Background: an optimization exercise with open tools, aiming at small area and a short achievable clock period. Do not read the settings as production practice. The RTL was checked by simulation tests, not by an equivalence proof against the original design. Power figures rest on the tool's default switching activity, not on a simulated workload.

Setup of run A:
// mips_pipeline
module mips_pipeline (
    input clk,
    input rst,
    input [31:0] inst,
    input  [31:0] data_in,
    output mem_read,
    output mem_write,
    output [31:0] inst_adr,
    output [31:0] data_adr,
    output [31:0] data_out
);
    reg [31:0] pc_a, pc_b;
    reg        ifv_a, ifv_b;
    wire [31:0] pc;              
    wire       ifid_v;           
    wire [31:0] pc_o;            
    wire eq;
    reg [31:0] ifid_inst;
    pc_sel #(.size(33)) PCS (.clk(clk), .rst(rst), .eq(eq),
        .a({ifv_a, pc_a}), .b({ifv_b, pc_b}), .y({ifid_v, pc}));
    genvar po;
    generate
        for (po = 0; po < 4; po = po + 1) begin : g_pco
            pc_sel #(.size(8)) PCO (.clk(clk), .rst(rst), .eq(eq),
                .a(pc_a[po*8 +: 8]), .b(pc_b[po*8 +: 8]), .y(pc_o[po*8 +: 8]));
        end
    endgenerate
    reg [31:1] ifid_s1, ifid_s2;   
    reg [31:0] idex_a, idex_b, idex_sd;
    reg [4:0]  idex_rw;
    reg        idex_rwe, idex_mr, idex_mw;
    reg [4:0]  idex_sa;
    reg        idex_cin, idex_add, idex_slt, idex_sgn, idex_sr, idex_sl, idex_sra;
    reg [1:0]  idex_lop;
    reg [31:0] exmem_y, exmem_sd;
    reg [4:0]  exmem_rw;
    reg        exmem_rwe, exmem_mr, exmem_mw;
    reg        exmem_ld;         
    wire [5:0]  op  = ifid_inst[31:26];
    wire [4:0]  rs  = ifid_inst[25:21];
    wire [4:0]  rt  = ifid_inst[20:16];
    wire [4:0]  rd  = ifid_inst[15:11];
    wire [4:0]  sh  = ifid_inst[10:6];
    wire [5:0]  fn  = ifid_inst[5:0];
    wire [15:0] imm = ifid_inst[15:0];
    wire rtype  = (op == 6'h00);
    wire i_jr   = rtype & (fn == 6'h08);
    wire i_jalr = rtype & (fn == 6'h09);
    wire i_j    = (op == 6'h02);
    wire i_jal  = (op == 6'h03);
    wire i_beq  = (op == 6'h04);
    wire i_bne  = (op == 6'h05);
    wire i_lw   = (op == 6'h23);
    wire i_sw   = (op == 6'h2b);
    wire i_addi = (op == 6'h08);
    wire i_addiu= (op == 6'h09);
    wire i_slti = (op == 6'h0a);
    wire i_sltiu= (op == 6'h0b);
    wire i_andi = (op == 6'h0c);
    wire i_ori  = (op == 6'h0d);
    wire i_xori = (op == 6'h0e);
  ...
Size in the first run: about 160 I/O pins, roughly 0.072 mm² of cells after synthesis.
export LEC_CHECK = 0
export CAP_MARGIN = 20
export CORE_MARGIN = 2
export CORE_UTILIZATION = 58
export PLACE_DENSITY = 0.68
export SETUP_SLACK_MARGIN = 0.1
export SLEW_MARGIN = 20
export SYNTH_HIERARCHICAL = 1
export SYNTH_MINIMUM_KEEP_SIZE = 0
create_clock -name core_clock -period 13.0 [get_ports {clk}]
standard.sh (not shown) runs the stock make flow with config.mk's settings and CLKGATE_MAP_FILE= SYNTH_SCRIPT=/design/flow/synth_recipe.tcl, a recipe that flattens the netlist after the stock synthesis.
==> flow/flow/run.sh <==
#!/bin/bash
# Standard ORFS layout (the standard.sh; its synthesis unchanged, with
# config.mk's settings) with:
#  - port buffers of a plain buffer cell (buffer_ports otherwise picks a
#    delay cell), and sizing not limited to the same footprint,
#  - clock tree sink clusters of up to 30 flip-flops within 70 um,
#  - repair_timing aiming at a larger setup slack than config.mk asks for,
set -euo pipefail
bash standard.sh SETUP_SLACK_MARGIN=8.5 \
    BUFFER_PORTS_ARGS="-buffer_cell sky130_fd_sc_hd__buf_2" MATCH_CELL_FOOTPRINT=0 \
    CTS_CLUSTER_SIZE=30 CTS_CLUSTER_DIAMETER=70 CTS_BUF_LIST=sky130_fd_sc_hd__clkbuf_16 \
    MAX_REPAIR_ANTENNAS_ITER_DRT=10 \
    finish > flow_make.log 2>&1
Run A went all the way through synthesis, placement and routing and the layout is clean on timing, DRC and antenna.
The inputs of run Z differ from those of run A as listed below.
==> flow/flow/run.sh <==
#!/bin/bash
# Standard ORFS layout (the standard.sh; its synthesis unchanged, with
# config.mk's settings) with:
#  - port buffers of a plain buffer cell (buffer_ports otherwise picks a
#    delay cell), and sizing not limited to the same footprint,
#  - clock tree sink clusters of up to 30 flip-flops within 80 um,
#  - repair_timing aiming at a larger setup slack than config.mk asks for,
set -euo pipefail
bash standard.sh SETUP_SLACK_MARGIN=8.5 \
    BUFFER_PORTS_ARGS="-buffer_cell sky130_fd_sc_hd__buf_2" MATCH_CELL_FOOTPRINT=0 \
    CTS_CLUSTER_SIZE=30 CTS_CLUSTER_DIAMETER=80 CTS_BUF_LIST=sky130_fd_sc_hd__clkbuf_16 \
    MAX_REPAIR_ANTENNAS_ITER_DRT=10 \
    finish > flow_make.log 2>&1
## What came out
The post-layout worst setup margin on run Z is in line with that on run A.
Logic depth of the worst setup path including buffers: run Z vs run A up 3
The sum of net half-perimeters after detailed placement of run A and that of run Z are within noise of each other.
The total power in run Z is 0.941 times that in run A.
Global-route wire length before repair: lower on run Z
Compared with run A, run Z shows a higher worst hold slack.
On run Z: via count is 242 lower than what run A gave.

-- static timing again, ports no longer ideal --
In the flow no input, the clock included, has a driving cell. The finished layouts below were timed again as built, in two steps. Step 1, drivers: a clkbuf_16 drives clk and a buf_2 each remaining input, both assumed. Step 2 moves the port delays by t, midway between the first and last clock arrival at a register: inputs arrive t later, outputs are due t later. That takes back most of the time a late clock gives input paths. a / b / c = ideal ports / drivers / drivers and shift; a / b = the first two.
| run | t (ns) | setup slack, ns | worst hold slack (ns) | worst slew at a driven data input, ns | pins driven straight from the clock port |
|---|---|---|---|---|---|
| run A | 0.865 | 8.387 / 8.387 / 7.791 | 0.316 / 0.316 / 0.316 | 0.22 | 1 |
| run Z | 0.828 | 8.388 / 8.388 / 7.873 | 0.324 / 0.324 / 0.324 | 0.20 | 1 |
After both steps every run listed still meets setup and hold. For run A, which loses most, drivers alone change the setup slack by 0.000 ns; drivers and shift together by -0.596 ns.
